Source: an optimization exercise on an open RTL-to-GDS flow (aim: small area and a short achievable clock period). Production flows keep margins and buffers that such runs may drop. At most, simulation tests tie the RTL to the original design; equivalence was not proved. Function not checked in run 2: the RTL went through the layout flow alone. No activity file was given, so power comes from the tool's default toggle rates.

[flow/design.v]
package TaskInjectorPkg;
    parameter logic [7:0] NEW_APP                = 8'h00;
    parameter logic [7:0] APP_ALLOCATION_REQUEST = 8'h01;
    parameter logic [7:0] APP_MAPPING_COMPLETE   = 8'h02;
    parameter logic [7:0] TASK_TERMINATED        = 8'h06;
    parameter logic [7:0] REQUEST_FINISH         = 8'h10;
    parameter logic [7:0] DATA_AV          = 8'h40;
    parameter logic [7:0] MESSAGE_REQUEST  = 8'h41;
    parameter logic [7:0] TASK_ALLOCATION  = 8'h42;
    parameter logic [7:0] MESSAGE_DELIVERY = 8'h43;
    parameter logic [7:0] MIGRATION_DATA   = 8'h51;
endpackage
import TaskInjectorPkg::*;
module TaskInjector
#(
    parameter logic [31:0] INJECTOR_ADDRESS = 32'hE0000000,
    parameter              FLIT_SIZE        = 32,
    parameter              INJECT_MAPPER    = 0
)
(
    input  logic                     clk_i,
    input  logic                     rst_ni,
    input  logic                     src_eoa_i,
    input  logic                     src_rx_i,
    output logic                     src_credit_o,
    input  logic [(FLIT_SIZE - 1):0] src_data_i,
    input  logic [15:0]              mapper_address_i,
    output logic                     noc_tx_o,
    output logic                     noc_eop_o,
    input  logic                     noc_credit_i,
    output logic [(FLIT_SIZE - 1):0] noc_data_o,
    input  logic                     noc_rx_i,
    input  logic                     noc_eop_i,
    output logic                     noc_credit_o,
    input  logic [(FLIT_SIZE - 1):0] noc_data_i
);
    localparam MAX_IN_SIZE = 260;   
    localparam ADDR_FIRST  = 6;     
    localparam N_ADDR      = MAX_IN_SIZE - ADDR_FIRST;
    typedef enum logic [13:0] {
        INJECTOR_IDLE             = 14'b00000000000001,
        INJECTOR_RECEIVE_APP_HASH = 14'b00000000000010,
        INJECTOR_RECEIVE_TASK_CNT = 14'b00000000000100,
        INJECTOR_SEND_DESCRIPTOR  = 14'b00000000001000,
        INJECTOR_MAP              = 14'b00000000010000,
        INJECTOR_RECEIVE_TXT_SZ   = 14'b00000000100000,
        INJECTOR_RECEIVE_DATA_SZ  = 14'b00000001000000,
        INJECTOR_RECEIVE_BSS_SZ   = 14'b00000010000000,
        INJECTOR_RECEIVE_ENTRY    = 14'b00000100000000,
        INJECTOR_SEND_TASK        = 14'b00001000000000,
        INJECTOR_NEXT_TASK        = 14'b00010000000000,
        INJECTOR_WAIT_COMPLETE    = 14'b00100000000000,
        INJECTOR_SEND_EOA         = 14'b01000000000000,
        INJECTOR_FINISHED         = 14'b10000000000000
    } inject_fsm_t;
    typedef enum logic [5:0] {
        SEND_IDLE         = 6'b000001,
        SEND_DATA_AV      = 6'b000010,
        SEND_REQUEST      = 6'b000100,
        SEND_WAIT_REQUEST = 6'b001000,
        SEND_PACKET       = 6'b010000,
        SEND_FINISHED     = 6'b100000
    } send_fsm_t;
    typedef enum logic [8:0] {
        RECEIVE_IDLE         = 9'b000000001,
        RECEIVE_PACKET       = 9'b000000010,
        RECEIVE_SERVICE      = 9'b000000100,
        RECEIVE_DELIVERY     = 9'b000001000,
        RECEIVE_DROP         = 9'b000010000,
        RECEIVE_WAIT_REQ     = 9'b000100000,
        RECEIVE_WAIT_DLVR    = 9'b001000000,
        RECEIVE_WAIT_ALLOC   = 9'b010000000,
        RECEIVE_MAP_COMPLETE = 9'b100000000
    } receive_fsm_t;
    inject_fsm_t  inject_state,  inject_next_state;
    send_fsm_t    send_state,    send_next_state;
    receive_fsm_t receive_state, receive_next_state;
    logic pass_q;     
    logic tx_q;       
    logic credit_q;   
    logic last_q;     
    logic rx_en_q;    
    logic [31:0] hdr_q;   
    assign noc_tx_o     = pass_q ? src_rx_i     : tx_q;
    assign src_credit_o = pass_q ? noc_credit_i : credit_q;
    assign noc_eop_o    = noc_credit_i & last_q;
    assign noc_data_o   = pass_q ? src_data_i   : hdr_q;
    assign noc_credit_o = rx_en_q;
    logic accept;
    logic sent;
    assign accept = noc_tx_o & noc_credit_i;
    assign sent   = accept & last_q;
    logic [8:0]  in_idx;
    logic        in_wr;
    assign in_wr = (receive_state == RECEIVE_PACKET) && noc_rx_i;
    logic [8:0]  in_idx_next;
    always_comb begin
        if (receive_state == RECEIVE_IDLE)
            in_idx_next = '0;
        else if (in_wr)
            in_idx_next = in_idx + 1'b1;
        else
            in_idx_next = in_idx;
    end
    always_ff @(posedge clk_i or negedge rst_ni) begin
        if (!rst_ni)
            in_idx <= '0;
        else
            in_idx <= in_idx_next;
    end
    logic [1:0]  svc0;       
    logic [1:0]  svc5;       
    logic [7:0]  app_id;     
    logic [15:0] in_f1;      
    logic [31:0] in_f2;      
    always_ff @(posedge clk_i) begin
        if (in_wr && in_idx == 9'd0) begin
            case (noc_data_i[23:16])
                DATA_AV:          svc0 <= 2'd1;
                MESSAGE_REQUEST:  svc0 <= 2'd2;
                MESSAGE_DELIVERY: svc0 <= 2'd3;
                default:          svc0 <= 2'd0;
            endcase
        end
        if (in_wr && in_idx == 9'd1)
            in_f1 <= noc_data_i[15:0];
        if (in_wr && in_idx == 9'd2)
            in_f2 <= noc_data_i;
        if (in_wr && in_idx == 9'd5) begin
            app_id <= noc_data_i[31:24];
            case (noc_data_i[23:16])
                APP_ALLOCATION_REQUEST: svc5 <= 2'd1;
                APP_MAPPING_COMPLETE:   svc5 <= 2'd2;
                default:                svc5 <= 2'd0;
            endcase
        end
    end
    logic [15:0] ring [N_ADDR];
    logic [7:0]  wr_pos;       
    logic [7:0]  fetch_pos;    
    logic [7:0]  current_task;
    logic [15:0] task_addr;
    logic        ring_wr;      
    logic        ring_wr_q;    
    logic        first_q;      
    logic        ring_clr_q;   
    logic        fetch_next;   
    logic [15:0] din, din_n;
    assign ring_wr = in_wr && (in_idx >= 9'(ADDR_FIRST));
    always_ff @(posedge clk_i) begin
        din   <=  noc_data_i[15:0];
        din_n <= ~noc_data_i[15:0];
    end
    always_ff @(posedge clk_i or negedge rst_ni) begin
        if (!rst_ni) begin
            ring_wr_q <= 1'b0;
            first_q   <= 1'b0;
        end
        else begin
            ring_wr_q <= ring_wr;
            first_q   <= ring_wr && (in_idx == 9'(ADDR_FIRST));
        end
    end
    for (genvar gi = 0; gi < N_ADDR; gi++) begin : gen_ring
        logic sel;
        assign sel = ring_wr_q && (wr_pos == 8'((gi + 1) % N_ADDR));
        if (gi % 2 == 0) begin : g_even
            always_ff @(posedge clk_i)
                ring[gi] <= ~((din & {16{sel}}) | ring[(gi + 1) % N_ADDR]);
        end
        else begin : g_odd
            always_ff @(posedge clk_i)
                ring[gi] <= ~(({16{ring_clr_q}} | ring[(gi + 1) % N_ADDR]) & ({16{~sel}} | din_n));
        end
    end
    function automatic logic [7:0] ring_dec(input logic [7:0] pos);
        if (pos == 8'd0)
            ring_dec = 8'(N_ADDR - 1);
        else
            ring_dec = pos - 1'b1;
    endfunction
    always_ff @(posedge clk_i or negedge rst_ni) begin
        if (!rst_ni) begin
            wr_pos    <= '0;
            fetch_pos <= '0;
        end
        else begin
            wr_pos <= ring_wr ? wr_pos : ring_dec(wr_pos);
            if (first_q)
                fetch_pos <= ring_dec(wr_pos);
            else if (!fetch_next)
                fetch_pos <= ring_dec(fetch_pos);
        end
    end
    logic [15:0] ring_tap;
    always_comb begin
        ring_tap = '0;
        for (int i = 0; i < N_ADDR; i += 8)
            ring_tap = ring_tap | (~ring[i] & {16{fetch_pos[7:3] == 5'(i / 8)}});
    end
    always_ff @(posedge clk_i) begin
        if (first_q)
            task_addr <= din;
        else if (fetch_pos[2:0] == 3'd0)
            task_addr <= ring_tap;
    end
    always_comb begin
        case (receive_state)
            RECEIVE_IDLE:
                receive_next_state = (
                    send_state == SEND_WAIT_REQUEST ||
                    inject_state == INJECTOR_MAP ||
                    inject_state == INJECTOR_WAIT_COMPLETE
                ) ? RECEIVE_PACKET : RECEIVE_IDLE;
            RECEIVE_PACKET: begin
                if (noc_rx_i) begin
                    if (noc_eop_i)
                        receive_next_state = RECEIVE_SERVICE;
                    else if (in_idx == 9'(MAX_IN_SIZE - 1))
                        receive_next_state = RECEIVE_DROP;
                    else
                        receive_next_state = RECEIVE_PACKET;
                end
                else begin
                    receive_next_state = RECEIVE_PACKET;
                end
            end
            RECEIVE_SERVICE: begin
                case (svc0)
                    2'd1:    receive_next_state = RECEIVE_WAIT_REQ;
                    2'd2:    receive_next_state = RECEIVE_WAIT_DLVR;
                    2'd3:    receive_next_state = RECEIVE_DELIVERY;
                    default: receive_next_state = RECEIVE_IDLE;
                endcase
            end
            RECEIVE_DELIVERY: begin
                case (svc5)
                    2'd1:    receive_next_state = RECEIVE_WAIT_ALLOC;
                    2'd2:    receive_next_state = RECEIVE_MAP_COMPLETE;
                    default: receive_next_state = RECEIVE_IDLE;
                endcase
            end
            RECEIVE_DROP:
                receive_next_state = noc_eop_i ? RECEIVE_IDLE : RECEIVE_DROP;
            RECEIVE_WAIT_REQ,
            RECEIVE_WAIT_DLVR:
                receive_next_state = (send_state == SEND_FINISHED) ? RECEIVE_IDLE : receive_state;
            RECEIVE_WAIT_ALLOC:
                receive_next_state = (inject_state == INJECTOR_WAIT_COMPLETE) ? RECEIVE_IDLE : RECEIVE_WAIT_ALLOC;
            default:
                receive_next_state = RECEIVE_IDLE;
        endcase
    end
    always_ff @(posedge clk_i or negedge rst_ni) begin
        if (!rst_ni) begin
            receive_state <= RECEIVE_IDLE;
            rx_en_q       <= 1'b0;
            ring_clr_q    <= 1'b1;
        end
        else begin
            receive_state <= receive_next_state;
            rx_en_q       <= (receive_next_state == RECEIVE_PACKET || receive_next_state == RECEIVE_DROP);
            ring_clr_q    <= (receive_next_state == RECEIVE_IDLE)
                          || (receive_next_state == RECEIVE_PACKET && in_idx_next == '0);
        end
    end
    logic [7:0]  task_cnt;
    logic [31:0] txt_sz;      
    logic [31:0] data_sz;     
    logic [31:0] bss_sz;      
    logic [31:0] entry;       
    always_ff @(posedge clk_i) begin
        if (src_rx_i) begin
            case (inject_state)
                INJECTOR_IDLE:             data_sz[16:0] <= src_data_i[16:0];
                INJECTOR_RECEIVE_APP_HASH: entry         <= src_data_i;
                INJECTOR_RECEIVE_TASK_CNT: task_cnt      <= src_data_i[7:0];
                INJECTOR_RECEIVE_TXT_SZ:   txt_sz        <= src_data_i;
                INJECTOR_RECEIVE_DATA_SZ:  data_sz       <= src_data_i;
                INJECTOR_RECEIVE_BSS_SZ:   bss_sz        <= src_data_i;
                INJECTOR_RECEIVE_ENTRY:    entry         <= src_data_i;
                default: ;
            endcase
        end
    end
    always_ff @(posedge clk_i or negedge rst_ni) begin
        if (!rst_ni)
            current_task <= '0;
        else begin
            case (inject_state)
                INJECTOR_MAP:       current_task <= '0;
                INJECTOR_NEXT_TASK: current_task <= current_task + 1'b1;
                default: ;
            endcase
        end
    end
    always_comb begin
        case (inject_state)
            INJECTOR_IDLE:
                inject_next_state = src_rx_i
                    ? INJECTOR_RECEIVE_APP_HASH
                    : src_eoa_i
                        ? INJECTOR_SEND_EOA
                        : INJECTOR_IDLE;
            INJECTOR_RECEIVE_APP_HASH:
                inject_next_state = src_rx_i ? INJECTOR_RECEIVE_TASK_CNT : INJECTOR_RECEIVE_APP_HASH;
            INJECTOR_RECEIVE_TASK_CNT:
                inject_next_state = src_rx_i ? INJECTOR_SEND_DESCRIPTOR : INJECTOR_RECEIVE_TASK_CNT;
            INJECTOR_SEND_DESCRIPTOR:
                inject_next_state = (send_state == SEND_FINISHED) ? INJECTOR_MAP : INJECTOR_SEND_DESCRIPTOR;
            INJECTOR_MAP:
                inject_next_state = (receive_state == RECEIVE_WAIT_ALLOC) ? INJECTOR_RECEIVE_TXT_SZ : INJECTOR_MAP;
            INJECTOR_RECEIVE_TXT_SZ:
                inject_next_state = src_rx_i ? INJECTOR_RECEIVE_DATA_SZ : INJECTOR_RECEIVE_TXT_SZ;
            INJECTOR_RECEIVE_DATA_SZ:
                inject_next_state = src_rx_i ? INJECTOR_RECEIVE_BSS_SZ : INJECTOR_RECEIVE_DATA_SZ;
            INJECTOR_RECEIVE_BSS_SZ:
                inject_next_state = src_rx_i ? INJECTOR_RECEIVE_ENTRY : INJECTOR_RECEIVE_BSS_SZ;
            INJECTOR_RECEIVE_ENTRY:
                inject_next_state = src_rx_i ? INJECTOR_SEND_TASK : INJECTOR_RECEIVE_ENTRY;
            INJECTOR_SEND_TASK:
                inject_next_state = (send_state == SEND_FINISHED) ? INJECTOR_NEXT_TASK : INJECTOR_SEND_TASK;
            INJECTOR_NEXT_TASK:
                inject_next_state = (current_task == 8'(task_cnt - 1'b1))
                    ? INJECTOR_WAIT_COMPLETE
                    : INJECTOR_RECEIVE_TXT_SZ;
            INJECTOR_WAIT_COMPLETE:
                inject_next_state = (receive_state == RECEIVE_MAP_COMPLETE) ? INJECTOR_IDLE : INJECTOR_WAIT_COMPLETE;
            INJECTOR_SEND_EOA:
                inject_next_state = (send_state == SEND_FINISHED) ? INJECTOR_FINISHED : INJECTOR_SEND_EOA;
            INJECTOR_FINISHED:
                inject_next_state = INJECTOR_FINISHED;
            default:
                inject_next_state = INJECTOR_IDLE;
        endcase
    end
    always_ff @(posedge clk_i or negedge rst_ni) begin
        if (!rst_ni)
            inject_state <= INJECTOR_IDLE;
        else
            inject_state <= inject_next_state;
    end
    always_comb begin
        case (send_state)
            SEND_IDLE: begin
                if (receive_state == RECEIVE_WAIT_REQ)
                    send_next_state = SEND_REQUEST;
                else if (inject_state == INJECTOR_SEND_DESCRIPTOR || inject_state == INJECTOR_SEND_EOA)
                    send_next_state = SEND_DATA_AV;
                else if (inject_state == INJECTOR_SEND_TASK)
                    send_next_state = SEND_PACKET;
                else
                    send_next_state = SEND_IDLE;
            end
            SEND_DATA_AV:
                send_next_state = sent ? SEND_WAIT_REQUEST : SEND_DATA_AV;
            SEND_REQUEST:
                send_next_state = sent ? SEND_FINISHED : SEND_REQUEST;
            SEND_WAIT_REQUEST:
                send_next_state = (receive_state == RECEIVE_WAIT_DLVR) ? SEND_PACKET : SEND_WAIT_REQUEST;
            SEND_PACKET:
                send_next_state = sent ? SEND_FINISHED : SEND_PACKET;
            default:
                send_next_state = SEND_IDLE;
        endcase
    end
    logic [3:0] hdr_idx, hdr_idx_next;
    logic [3:0] hdr_size;
    always_comb begin
        case (inject_state)
            INJECTOR_SEND_DESCRIPTOR: hdr_size = 4'd8;
            INJECTOR_SEND_EOA:        hdr_size = 4'd6;
            default:                  hdr_size = 4'd7;
        endcase
    end
    logic in_body;
    assign in_body = (hdr_idx == hdr_size);
    always_comb begin
        if (send_state == SEND_IDLE || send_state == SEND_WAIT_REQUEST)
            hdr_idx_next = '0;
        else if (accept && !(send_state == SEND_PACKET && in_body))
            hdr_idx_next = hdr_idx + 1'b1;
        else
            hdr_idx_next = hdr_idx;
    end
    logic [17:0] remain, remain_next;
    logic [17:0] remain_dec;
    logic [17:0] task_len;
    logic [17:0] app_len;
    assign remain_dec = remain - 1'b1;
    assign task_len = 18'(txt_sz[15:2]) + 18'(data_sz[15:2])
                    + 18'(|txt_sz[1:0]) + 18'(|data_sz[1:0]) + 18'd6;
    assign app_len  = 18'(data_sz[16:0]) + 18'({task_cnt, 1'b0}) + 18'd7;
    logic remain_load;    
    always_comb begin
        remain_next = remain;
        remain_load = 1'b0;
        if (send_state == SEND_IDLE || send_state == SEND_WAIT_REQUEST) begin
            if (receive_state == RECEIVE_WAIT_REQ) begin
                remain_next = 18'd2;
                remain_load = 1'b1;
            end
            else begin
                case (inject_state)
                    INJECTOR_RECEIVE_BSS_SZ,
                    INJECTOR_RECEIVE_ENTRY: begin
                        remain_next = task_len;
                        remain_load = 1'b1;
                    end
                    INJECTOR_SEND_DESCRIPTOR: begin
                        remain_next = (send_state == SEND_IDLE) ? 18'd2 : app_len;
                        remain_load = 1'b1;
                    end
                    INJECTOR_SEND_EOA: begin
                        remain_next = (send_state == SEND_IDLE) ? 18'd2 : 18'd5;
                        remain_load = 1'b1;
                    end
                    default: ;
                endcase
            end
        end
        else if (accept)
            remain_next = remain_dec;
    end
    logic last_next;
    always_comb begin
        if (remain_load)
            last_next = 1'b0;
        else if ((send_state != SEND_IDLE && send_state != SEND_WAIT_REQUEST) && accept)
            last_next = (remain == 18'd1);
        else
            last_next = last_q;
    end
    logic [31:0] hdr_adv;    
    logic [31:0] hdr_next;
    always_comb begin
        hdr_adv = '0;
        case (send_state)
            SEND_DATA_AV: begin
                case (hdr_idx)
                    4'd0:    hdr_adv = INJECTOR_ADDRESS;
                    default: hdr_adv = {16'hFFFF, 16'h0000};
                endcase
            end
            SEND_REQUEST: begin
                case (hdr_idx)
                    4'd0:    hdr_adv = INJECTOR_ADDRESS;
                    default: hdr_adv = {in_f2[31:16], 16'hFFFF};
                endcase
            end
            default: begin
                if (inject_state == INJECTOR_SEND_TASK) begin
                    case (hdr_idx)
                        4'd0:    hdr_adv = entry;
                        4'd1:    hdr_adv = txt_sz;
                        4'd2:    hdr_adv = data_sz;
                        4'd3:    hdr_adv = bss_sz;
                        4'd4:    hdr_adv = {app_id, current_task, mapper_address_i};
                        default: hdr_adv = '0;
                    endcase
                end
                else begin
                    case (hdr_idx)
                        4'd0:    hdr_adv = INJECTOR_ADDRESS;
                        4'd1:    hdr_adv = {16'hFFFF, in_f2[15:0]};
                        4'd2:    hdr_adv = '0;
                        4'd3:    hdr_adv = (inject_state == INJECTOR_SEND_EOA)
                                    ? 32'h00000004
                                    : {12'h000, remain_dec, 2'b00};
                        4'd4:    hdr_adv = (inject_state == INJECTOR_SEND_EOA)
                                    ? {8'h00, REQUEST_FINISH, 16'h0000}
                                    : {task_cnt, NEW_APP, 16'h0000};
                        4'd5:    hdr_adv = INJECTOR_ADDRESS;
                        default: hdr_adv = entry;
                    endcase
                end
            end
        endcase
    end
    assign fetch_next = (send_state == SEND_IDLE) && (receive_state != RECEIVE_WAIT_REQ)
                     && (inject_state == INJECTOR_SEND_TASK);
    always_comb begin
        hdr_next = hdr_q;
        case (send_state)
            SEND_IDLE: begin
                if (receive_state == RECEIVE_WAIT_REQ)
                    hdr_next = {8'h00, MESSAGE_REQUEST, in_f1};
                else if (inject_state == INJECTOR_SEND_TASK)
                    hdr_next = {8'h00, TASK_ALLOCATION, task_addr};
                else
                    hdr_next = {8'h00, DATA_AV, mapper_address_i};
            end
            SEND_WAIT_REQUEST:
                hdr_next = {8'h00, MESSAGE_DELIVERY, in_f1};
            default:
                if (accept)
                    hdr_next = hdr_adv;
        endcase
    end
    always_ff @(posedge clk_i) begin
        hdr_q <= hdr_next;
    end
    always_ff @(posedge clk_i or negedge rst_ni) begin
        if (!rst_ni) begin
            send_state <= SEND_IDLE;
            hdr_idx    <= '0;
            remain     <= '0;
            pass_q     <= 1'b0;
            tx_q       <= 1'b0;
            credit_q   <= 1'b1;
            last_q     <= 1'b0;
        end
        else begin
            send_state <= send_next_state;
            hdr_idx    <= hdr_idx_next;
            remain     <= remain_next;
            pass_q     <= (send_next_state == SEND_PACKET) && (hdr_idx_next == hdr_size);
            tx_q       <= ((send_next_state == SEND_PACKET) && (hdr_idx_next != hdr_size))
                       || send_next_state == SEND_DATA_AV
                       || send_next_state == SEND_REQUEST;
            credit_q   <= (send_next_state != SEND_PACKET) && (
                              inject_next_state == INJECTOR_IDLE             ||
                              inject_next_state == INJECTOR_RECEIVE_APP_HASH ||
                              inject_next_state == INJECTOR_RECEIVE_TXT_SZ   ||
                              inject_next_state == INJECTOR_RECEIVE_DATA_SZ  ||
                              inject_next_state == INJECTOR_RECEIVE_BSS_SZ   ||
                              inject_next_state == INJECTOR_RECEIVE_ENTRY    ||
                              inject_next_state == INJECTOR_RECEIVE_TASK_CNT
                          );
            last_q     <= last_next;
        end
    end
endmodule
[flow/run.sh]
#!/bin/bash
# synth_recipe.tcl (not shown) runs the flow's synth.tcl, then flattens the netlist and writes it again
# the make line also repeats each setting of config.mk as NAME=value (left out here)
make -C /OpenROAD-flow-scripts/flow DESIGN_CONFIG=/design/flow/config.mk WORK_HOME=/design/flow/orfs CLKGATE_MAP_FILE= SYNTH_SCRIPT=/design/flow/synth_recipe.tcl finish
[flow/config.mk]
export PLATFORM = sky130hd
export DESIGN_NAME = TaskInjector
export DESIGN_NICKNAME = TaskInjector
export VERILOG_FILES = /design/flow/design.v
export SDC_FILE = /design/flow/constraint.sdc
export NUM_CORES = 4
export LEC_CHECK = 0
export ABC_CLOCK_PERIOD_IN_PS = 3000
export CAP_MARGIN = 20
export CORE_MARGIN = 2
export CORE_UTILIZATION = 50
export SETUP_SLACK_MARGIN = 2.4
export SLEW_MARGIN = 20
[flow/constraint.sdc]
create_clock -name core_clock -period 5.5 [get_ports {clk_i}]
set_input_delay 1.1000 -clock core_clock [delete_from_list [all_inputs] [get_ports {clk_i}]]
set_output_delay 1.1000 -clock core_clock [all_outputs]
set_load 0.01 [all_outputs]
==> results of run 1 <==
==> final cells by class <==
class | instances | area (um^2) | area share
Inverter | 70 | 263 | 0.00174
Multi-Input combinational cell | 6020 | 35700 | 0.237
Timing Repair Buffer | 412 | 4120 | 0.0273
Sequential cell | 4432 | 91800 | 0.609
Clock buffer | 593 | 12300 | 0.0814
Antenna cell | 45 | 113 | 0.000747
Clock inverter | 181 | 2280 | 0.0151
Tap cell | 3402 | 4260 | 0.0282
==> layer usage <==
layer  share of wire  track usage  vias up  wire [um]
li1                -            -    42194          -
met1            0.39        0.505    50453     210000
met2            0.41        0.560     6185     223000
met3            0.12        0.134     1612      64600
met4           0.079        0.264       38      42800
met5         0.00064      0.00292        -        344
==> logic make-up (layout without fill, tap and decap cells) <==
logic type,count (synthesis),after routing,synth area share
AOI/OAI and AO/OA,4788,4788,0.212
xor gates and xnor gates,70,70,0.00469
and+or+nand+nor,1045,1048,0.0375
DFF,4432,4432,0.702
buffers and inverters,1167,1256,0.0336
other,0,45,0
muxes,46,46,0.00386
adders and majority gates,68,68,0.00669
==> layout by cell type, fill, tap and decap left out, types with 66 or more instances in the layout <==
cell type and instances:
clkdlybuf4s50_1 82, clkinv_2 81, nand2_1 258, nor2_1 214, clkbuf_16 425, o21ai_0 85
nand3_1 71, buf_4 223, nor3_1 81, inv_1 66, clkbuf_8 101, edfxtp_1 244
a21oi_1 2146, nor2_2 72, a22oi_1 84, clkbuf_1 67, o22ai_1 2216, dfxtp_1 4064
dfrtp_1 81
==> how the worst min path moves through the flow <==
stage / start / to / cells after the start
finish: rst_ni / receive_state[2] / 1
global route: rst_ni / receive_state[4] / 1
CTS: ring[33][14] / ring[32][14] / 1
detailed placement: ring[13][2] / ring[12][2] / 1
global placement: ring[19][6] / ring[18][6] / 1
floorplan: ring[1][0] / ring[0][0] / 1
==> state kept, by name, indices dropped and copies added, names as in the netlist, 9 cells and up <==
signal	count
bss_sz	32
data_sz	32
din	16
din_n	16
entry	32
hdr_q	32
in_f1	16
in_f2	32
in_idx	9
inject_state	14
receive_state	9
remain	18
ring	4064
task_addr	16
txt_sz	32
==> worst max-delay path, stage by stage (launching register included) <==
cell     delay [ps]
dfrtp_4         510
buf_6           150
buf_16          140
buf_12          140
mux2_2          270
buf_6           120
==> synth_stat cells (all sizes together) (65+ instances only) <==
library cell	number	share of area
a22oi	85	0.0049
a21oi	2152	0.082
inv	68	0.0020
dfrtp	87	0.017
edfxtp	244	0.056
nand2	311	0.0089
o21ai	108	0.0042
dfxtp	4096	0.63
nor2	323	0.0093
o22ai	2221	0.11
ha	65	0.0062
nand3	88	0.0034
nor3	93	0.0036
clkbuf	1072	0.031
==> metrics by stage <==
| step | total power, mW | instances | util | hold WS [ps] | cell area [um^2] |
|---|---|---|---|---|---|
| global placement | 37.2 | 14260 | 0.517 | 365 | 134000 |
| detailed placement | 37.2 | 14264 | 0.517 | 368 | 134000 |
| floorplan | 35.5 | 11616 | - | 365 | 131000 |
| global route | 68.4 | 15115 | 0.580 | 239 | 151000 |
| finish | 66.9 | 15155 | 0.581 | 189 | 151000 |
| CTS | 66.8 | 15084 | 0.577 | 307 | 150000 |
==> power by group <==
part	switching [mW]	total (mW)	internal [mW]	leakage (nW)
sequential	0.473	33.2	32.7	36.5
combinational	2.34	3.57	1.23	9.03
clock	12.8	30.2	17.3	7.16
total	15.6	66.9	51.3	52.7
==> what timing repair did <==
action	4_1_cts	5_1_grt
endpoints found under the setup margin	1514	1798
gates cloned	4	0
endpoints found under the hold margin	0	0
buffers inserted	42	21
gates resized for setup	282	148
pin swaps	23	29
==> qor.csv, run 1 <==
stage,metric,value,unit
outcome,status,"complete, no violations",
critical_path,path_class,reg -> out,
clock_tree,clock_sinks,4432,
clock_tree,ctsHoldBuffers,0,
final_layout,nets,11512,
power,cellPowerDensity,444,nW/um^2
critical_path,start_kind,flop,
floorplanning,start_util,0.503,
logic_synthesis,avgSynthCellArea,11.2,um^2
critical_path,reg2reg_from,txt_sz[0],
logic_synthesis,synth_nets,11771,
global_routing,grt_pass1_vias,93796,
floorplanning,dieArea,265000,um^2
floorplanning,ios,123,
logic_synthesis,ys_types,83,
logic_synthesis,netlist_area,131000,um^2
critical_path,reg2reg_slack,2150,ps
detailed_routing,drt-initial-drc-count,13368,
logic_synthesis,synthCells,11616,
power,ir_drop,0.334,mV
global_routing,grt.overflow.total,0,
logic_synthesis,yosysSeqAreaShare,0.702,
clock_tree,root_buffer,clkbuf_16,
detailed_routing,dr.pass1.iters,9,
logic_synthesis,synth_edf_count,244,
critical_path,crit_path_end_kind,output pin,
detailed_routing,final_antenna_net_count,0,
floorplanning,die_h,515,um
critical_path,cp.arrival,2300,ps
sta,rsz0062_at_grt,true,
critical_path,ff2ff_path_depth,15,
placement,gp_congestion,1.15,
floorplanning,fp.coreArea,260000,um^2
sta,report.final.slew_viol_count,0,
logic_synthesis,ys.flop_type,dfxtp_1,
logic_synthesis,ys_seq_elements,4432,
sta,postLayoutSetupSlackWorst,2100,ps
sta,setup_tns,0,ps
final_layout,drive_gt1_frac,0.117,
sta,relSlewSlack,0.127,
final_layout,area_growth,15.5,%
detailed_routing,via_per_inst,6.63,
global_routing,grtUsageTotal,0.394,
clock_tree,htreeDepth,5,
clock_tree,worstSkewPairLatency,1000,ps
sta,setup_viol,0,
logic_synthesis,async_flop_share,0.0208,
critical_path,cp-startpoint,pass_q,
sta,fin_crit_sh,0.618,
critical_path,r2r-end,remain[6],
sta,tightest_slew,1310,ps
clock_tree,cts_tree,yes,
power,power_leakage,52.7,nW
detailed_routing,wl,541,mm
hold_path,holdCritPathClass,in -> async,
sta,finalCriticalPeriod,3400,ps
final_layout,fillCellCount,21319,
critical_path,setup.worst_path.end,noc_data_o[4],
sta,fmax,294,MHz
sta,fin_skew,81.0,ps
sta,hold_viol_final,0,
detailed_routing,avgRoutedWirePerCell,35.7,um
global_routing,antenna_found_initial,62,
critical_path,cp_max_fo,8,
critical_path,cp_data_required_time,4400,ps
logic_synthesis,synth_warnings,2,
job,cap_violations,0,
detailed_routing,num_vias,100482,
floorplanning,die_x,515,um
global_routing,grt_pass1_wl,742,mm
clock_tree,numCtsBuffers,421,
placement,io_buffers,122,
global_routing,grt_max_degree,215,
clock_tree,clock_path_buffers,4,
detailed_routing,route.detailed.drc,0,
placement,dpl.hpwl,344,mm
clock_tree,clk_pin_slew,60,ps
floorplanning,rows,187,
placement,dpl_worst_slack,1630,ps
==> run 2: changes to the inputs <==
--- a/flow/design.v
+++ b/flow/design.v
@@ -93,20 +93,13 @@
     logic [8:0]  in_idx;
     logic        in_wr;
     assign in_wr = (receive_state == RECEIVE_PACKET) && noc_rx_i;
-    logic [8:0]  in_idx_next;
-    always_comb begin
-        if (receive_state == RECEIVE_IDLE)
-            in_idx_next = '0;
-        else if (in_wr)
-            in_idx_next = in_idx + 1'b1;
-        else
-            in_idx_next = in_idx;
-    end
     always_ff @(posedge clk_i or negedge rst_ni) begin
         if (!rst_ni)
             in_idx <= '0;
-        else
-            in_idx <= in_idx_next;
+        else if (receive_state == RECEIVE_IDLE)
+            in_idx <= '0;
+        else if (in_wr)
+            in_idx <= in_idx + 1'b1;
     end
     logic [1:0]  svc0;       
     logic [1:0]  svc5;       
@@ -140,37 +133,17 @@
     logic [7:0]  fetch_pos;    
     logic [7:0]  current_task;
     logic [15:0] task_addr;
-    logic        ring_wr;      
-    logic        ring_wr_q;    
-    logic        first_q;      
-    logic        ring_clr_q;   
+    logic        ring_wr;
+    logic        ring_keep;
     logic        fetch_next;   
-    logic [15:0] din, din_n;
-    assign ring_wr = in_wr && (in_idx >= 9'(ADDR_FIRST));
-    always_ff @(posedge clk_i) begin
-        din   <=  noc_data_i[15:0];
-        din_n <= ~noc_data_i[15:0];
-    end
-    always_ff @(posedge clk_i or negedge rst_ni) begin
-        if (!rst_ni) begin
-            ring_wr_q <= 1'b0;
-            first_q   <= 1'b0;
-        end
-        else begin
-            ring_wr_q <= ring_wr;
-            first_q   <= ring_wr && (in_idx == 9'(ADDR_FIRST));
-        end
-    end
+    assign ring_wr   = in_wr && (in_idx >= 9'(ADDR_FIRST));
+    assign ring_keep = (receive_state != RECEIVE_IDLE);
     for (genvar gi = 0; gi < N_ADDR; gi++) begin : gen_ring
-        logic sel;
-        assign sel = ring_wr_q && (wr_pos == 8'((gi + 1) % N_ADDR));
-        if (gi % 2 == 0) begin : g_even
-            always_ff @(posedge clk_i)
-                ring[gi] <= ~((din & {16{sel}}) | ring[(gi + 1) % N_ADDR]);
-        end
-        else begin : g_odd
-            always_ff @(posedge clk_i)
-                ring[gi] <= ~(({16{ring_clr_q}} | ring[(gi + 1) % N_ADDR]) & ({16{~sel}} | din_n));
+        logic we;
+        assign we = ring_wr && (wr_pos == 8'(gi));
+        always_ff @(posedge clk_i) begin
+            ring[gi] <= (noc_data_i[15:0] & {16{we}})
+                      | (ring[(gi + 1) % N_ADDR] & {16{ring_keep}});
         end
     end
     function automatic logic [7:0] ring_dec(input logic [7:0] pos);
@@ -186,8 +159,8 @@
         end
         else begin
             wr_pos <= ring_wr ? wr_pos : ring_dec(wr_pos);
-            if (first_q)
-                fetch_pos <= ring_dec(wr_pos);
+            if (ring_wr && in_idx == 9'(ADDR_FIRST))
+                fetch_pos <= wr_pos;
             else if (!fetch_next)
                 fetch_pos <= ring_dec(fetch_pos);
         end
@@ -196,11 +169,11 @@
     always_comb begin
         ring_tap = '0;
         for (int i = 0; i < N_ADDR; i += 8)
-            ring_tap = ring_tap | (~ring[i] & {16{fetch_pos[7:3] == 5'(i / 8)}});
+            ring_tap = ring_tap | (ring[i] & {16{fetch_pos[7:3] == 5'(i / 8)}});
     end
     always_ff @(posedge clk_i) begin
-        if (first_q)
-            task_addr <= din;
+        if (ring_wr && in_idx == 9'(ADDR_FIRST))
+            task_addr <= noc_data_i[15:0];
         else if (fetch_pos[2:0] == 3'd0)
             task_addr <= ring_tap;
     end
@@ -255,13 +228,10 @@
         if (!rst_ni) begin
             receive_state <= RECEIVE_IDLE;
             rx_en_q       <= 1'b0;
-            ring_clr_q    <= 1'b1;
         end
         else begin
             receive_state <= receive_next_state;
             rx_en_q       <= (receive_next_state == RECEIVE_PACKET || receive_next_state == RECEIVE_DROP);
-            ring_clr_q    <= (receive_next_state == RECEIVE_IDLE)
-                          || (receive_next_state == RECEIVE_PACKET && in_idx_next == '0);
         end
     end
     logic [7:0]  task_cnt;
@@ -391,30 +361,20 @@
     assign task_len = 18'(txt_sz[15:2]) + 18'(data_sz[15:2])
                     + 18'(|txt_sz[1:0]) + 18'(|data_sz[1:0]) + 18'd6;
     assign app_len  = 18'(data_sz[16:0]) + 18'({task_cnt, 1'b0}) + 18'd7;
-    logic remain_load;    
     always_comb begin
         remain_next = remain;
-        remain_load = 1'b0;
         if (send_state == SEND_IDLE || send_state == SEND_WAIT_REQUEST) begin
-            if (receive_state == RECEIVE_WAIT_REQ) begin
+            if (receive_state == RECEIVE_WAIT_REQ)
                 remain_next = 18'd2;
-                remain_load = 1'b1;
-            end
             else begin
                 case (inject_state)
                     INJECTOR_RECEIVE_BSS_SZ,
-                    INJECTOR_RECEIVE_ENTRY: begin
+                    INJECTOR_RECEIVE_ENTRY:
                         remain_next = task_len;
-                        remain_load = 1'b1;
-                    end
-                    INJECTOR_SEND_DESCRIPTOR: begin
+                    INJECTOR_SEND_DESCRIPTOR:
                         remain_next = (send_state == SEND_IDLE) ? 18'd2 : app_len;
-                        remain_load = 1'b1;
-                    end
-                    INJECTOR_SEND_EOA: begin
+                    INJECTOR_SEND_EOA:
                         remain_next = (send_state == SEND_IDLE) ? 18'd2 : 18'd5;
-                        remain_load = 1'b1;
-                    end
                     default: ;
                 endcase
             end
@@ -422,15 +382,6 @@
         else if (accept)
             remain_next = remain_dec;
     end
-    logic last_next;
-    always_comb begin
-        if (remain_load)
-            last_next = 1'b0;
-        else if ((send_state != SEND_IDLE && send_state != SEND_WAIT_REQUEST) && accept)
-            last_next = (remain == 18'd1);
-        else
-            last_next = last_q;
-    end
     logic [31:0] hdr_adv;    
     logic [31:0] hdr_next;
     always_comb begin
@@ -527,7 +478,7 @@
                               inject_next_state == INJECTOR_RECEIVE_ENTRY    ||
                               inject_next_state == INJECTOR_RECEIVE_TASK_CNT
                           );
-            last_q     <= last_next;
+            last_q     <= (remain_next == '0);
         end
     end
 endmodule
==> flow/config.mk (replaced) <==
export PLATFORM = sky130hd
export DESIGN_NAME = TaskInjector
export DESIGN_NICKNAME = TaskInjector
export VERILOG_FILES = /design/flow/design.v
export SDC_FILE = /design/flow/constraint.sdc
export NUM_CORES = 4
export LEC_CHECK = 0
export CAP_MARGIN = 20
export CORE_MARGIN = 2
export CORE_UTILIZATION = 40
export SLEW_MARGIN = 20
==> qor.csv, run 2 <==
stage,metric,value,unit,change
outcome,status,"complete, no violations",,unchanged
clock_tree,clock_path_buffers,4,,unchanged
final_layout,nets,11516,,was 11512
sta,fin_skew,71.3,ps,was 81.0 ps
power,p_sw,15.3,mW,was 15.6 mW
critical_path,cp_max_fo,4,,was 8
global_routing,grt_max_degree,275,,was 215
critical_path,reg2reg_from,data_sz[0],,was txt_sz[0]
logic_synthesis,synthCells,11713,,was 11616
floorplanning,rows,219,,was 187
critical_path,crit_path_end_kind,flop,,was output pin
clock_tree,worstSkewPairLatency,1010,ps,was 1000 ps
logic_synthesis,synth_warnings,2,,unchanged
clock_tree,clock_sinks,4397,,was 4432
placement,dpl_worst_slack,1090,ps,was 1630 ps
sta,fmax,233,MHz,was 294 MHz
placement,dpl.hpwl,341,mm,was 344 mm
power,power_leakage,62.9,nW,was 52.7 nW
final_layout,fin_cells,16489,,was 15155
clock_tree,numCtsBuffers,430,,was 421
critical_path,cp.arrival,5230,ps,was 2300 ps
logic_synthesis,synth.most_common_cell,a22o_1,,was dfxtp_1
power,cellPowerDensity,406,nW/um^2,was 444 nW/um^2
global_routing,antenna_found_initial,44,,was 62
detailed_routing,avgRoutedWirePerCell,31.5,um,was 35.7 um
sta,rsz0062_at_grt,false,,was true
clock_tree,cts_resized,0,,was 282
clock_tree,clk_pin_slew,60,ps,about the same
sta,hold_ws,234,ps,was 189 ps
sta,setup_viol,0,,unchanged
detailed_routing,num_vias,101367,,was 100482
logic_synthesis,avgSynthCellArea,12.2,um^2,was 11.2 um^2
logic_synthesis,ys.flop_type,dfxtp_1,,unchanged
placement,io_buffers,122,,unchanged
logic_synthesis,ys_types,87,,was 83
logic_synthesis,ys_seq_elements,4397,,was 4432
power,power_frac_comb,0.049,,was 0.053
clock_tree,htreeDepth,5,,unchanged
sta,relSlewSlack,0.128,,was 0.127
power,clockPowerShare,0.462,,was 0.451
global_routing,grt_pass1_wl,735,mm,was 742 mm
logic_synthesis,async_flop_share,0.0202,,was 0.0208
detailed_routing,dr.pass1.iters,6,,was 9
floorplanning,ios,123,,unchanged
critical_path,start_kind,flop,,unchanged
sta,setup_tns,0,ps,unchanged
critical_path,cp_slowest_cell,or4_1,,was dfrtp_4
floorplanning,dieArea,363000,um^2,was 265000 um^2
logic_synthesis,synth_top_cell_by_area,dfxtp_1,,unchanged
critical_path,reg2reg_slack,1200,ps,was 2150 ps
floorplanning,die_h,603,um,was 515 um
floorplanning,start_util,0.403,,was 0.503
critical_path,crit_chain,or2_2 -> fa_1 -> ha_1 -> a211oi_1 -> o21ai_0 -> a31oi_1 -> xor2_1 -> o21ai_0 -> or4_1 -> nor4_1 -> and4_1,,was buf_6 -> buf_16 -> buf_12 -> mux2_2 -> buf_6
detailed_routing,route.detailed.drc,0,,unchanged
job,cap_violations,0,,unchanged
clock_tree,root_buffer,clkbuf_16,,unchanged
global_routing,grtUsageTotal,0.276,,was 0.394
sta,report.final.slew_viol_count,0,,unchanged
logic_synthesis,synth_nets,11867,,was 11771
critical_path,path_class,reg -> reg,,was reg -> out
floorplanning,fp.coreArea,356000,um^2,was 260000 um^2
final_layout,area_growth,14.7,%,was 15.5%
hold_path,holdCritPathClass,in -> async,,unchanged
final_layout,largest_reg_flops,4064,,unchanged
logic_synthesis,synth_edf_count,244,,unchanged
final_layout,final_common_cell,a22o_1,,was dfxtp_1
detailed_routing,drt-initial-drc-count,12086,,was 13368
clock_tree,cts_tree,yes,,unchanged
detailed_routing,final_antenna_net_count,0,,unchanged
power,ir_drop,0.288,mV,was 0.334 mV
sta,fin_crit_sh,0.781,,was 0.618
power,power,66.7,mW,was 66.9 mW
logic_synthesis,netlist.area_leader.share,0.567,,was 0.628
final_layout,regMostFlops,ring,,unchanged
sta,postLayoutSetupSlackWorst,1200,ps,was 2100 ps
detailed_routing,via_per_inst,6.15,,was 6.63
sta,finalCriticalPeriod,4300,ps,was 3400 ps
critical_path,slowest_delay,550,ps,was 510 ps
logic_synthesis,synthTopCellsByCount,"a22o_1, dfxtp_1, clkbuf_1",,"was dfxtp_1, o22ai_1, a21oi_1"
critical_path,cp_num_buf_inv,0,,was 4
clock_tree,ctsHoldBuffers,0,,unchanged
placement,gp_congestion,1.01,,was 1.15
critical_path,cp_data_required_time,6430,ps,was 4400 ps
power,netSwitchingFraction,0.229,,was 0.233
critical_path,path_delay_family,simple AND/OR/NAND/NOR gates,,was buffers and inverters
placement,placed_cells,15680,,was 14264
logic_synthesis,netlist_area,143000,um^2,was 131000 um^2
final_layout,final_cell_mix,"a22o_1, dfxtp_1, clkbuf_16",,"was dfxtp_1, o22ai_1, a21oi_1"
global_routing,grt.overflow.total,0,,unchanged
sta,tightest_slew,1310,ps,about the same
detailed_routing,wl,520,mm,was 541 mm
power,p_seq_frac,0.489,,was 0.496
sta,hold_viol_final,0,,unchanged
global_routing,grt_pass1_vias,95999,,was 93796
critical_path,cp-startpoint,data_sz[0],,was pass_q
logic_synthesis,yosysSeqAreaShare,0.634,,was 0.702
final_layout,drive_gt1_frac,0.106,,was 0.117
clock_tree,post_cts.repair.setup_buffers,0,,was 42
power,intPower,51.4,mW,was 51.3 mW
floorplanning,die_x,603,um,was 515 um
critical_path,cp_common_cell,o21ai_0,,was buf_6
logic_synthesis,synth_area_leaders,"dfxtp_1, a22o_1, edfxtp_1",,"was dfxtp_1, o22ai_1, a21oi_1"
==> run 2: power groups by stage <==
stage | Sequential, mW | Clock (mW) | Combinational, mW
floorplan | 33.2 | 0 | 1.81
global placement | 33.3 | 0 | 3.25
detailed placement | 33.3 | 0 | 3.21
finish | 32.6 | 30.8 | 3.24
global route | 32.6 | 32.5 | 3.41
CTS | 32.6 | 31.2 | 3.22
==> run 2: cell type report <==
cell class                      instances  area (um^2)
Fill cell                           31869       192000
Inverter                               32          120
Antenna cell                           15         37.5
Clock buffer                          644        12800
Sequential cell                      4397        90900
Tap cell                             4751         5940
Multi-Input combinational cell       5954        47400
Clock inverter                        149         2160
Timing Repair Buffer                  547         5060
==> run 2: logic make-up after synthesis <==
kind of cell | Yosys count | synth area share
buf+inv | 1362 | 0.0359
xor+xnor | 72 | 0.00440
simple gates | 1000 | 0.0330
flops | 4397 | 0.634
compound gates | 4775 | 0.283
mux | 40 | 0.00311
fa+ha+maj | 67 | 0.00600
==> run 2: final timing paths <==
path                            depth (start not counted)               to
worst max-delay path                                   11           last_q
worst min-delay path                                    1           pass_q
worst min register to register                          1    ring[108][12]
worst max register to register                         11           last_q
max in group asynchronous                               2  inject_state[0]
min in group core_clock                                 1         in_f1[4]
==> run 2: per-layer routing <==
layer / up-vias / track usage / share of wire
met1: 51891 / 0.366 / 0.42
met3: 1053 / 0.0588 / 0.081
met2: 4466 / 0.411 / 0.43
li1: 43931 / - / -
met4: 26 / 0.166 / 0.069
met5: - / 0 / 0.00036
==> run 2: metrics by stage <==
step	util	instance area (um^2)
after CTS	0.461	164000
after floorplan	-	143000
after global routing	0.462	164000
final	0.462	164000
after detailed placement	0.419	149000
after global placement	0.419	149000
==> run 2: worst reg2reg max path, cell delays in order (launching register included) <==
cell	delay [ps]
edfxtp_1	450
or2_2	320
fa_1	470
ha_1	340
a211oi_1	440
o21ai_0	320
a31oi_1	290
xor2_1	180
o21ai_0	130
or4_1	550
nor4_1	460
and4_1	280

==> what the ideal ports hide <==
No port has a modelled driver above. Below, the same layouts with a new extraction and two added sets of constraints. Step 1 sets driving cells, clkbuf_16 on the clock port and buf_2 on the other inputs (assumed; they add their load-dependent delay and slew). Step 2 moves the port delays by t, midway between the first and last clock arrival at a register: inputs arrive t later, outputs are due t later. That takes back most of the time a late clock gives input paths. a / b / c = no drivers / after step 1 / after step 2; a / b = the first two.
run	t, ns	setup WS [ns]	cell pins on the clock port's net
run 1	1.061	2.102 / 2.005 / 1.496	1
run 2	1.084	1.203 / 1.203 / 1.124	1
After both steps every run listed still meets setup and hold. The setup slack of run 1, which loses most, moves by -0.097 ns with the drivers and by -0.606 ns with both steps.
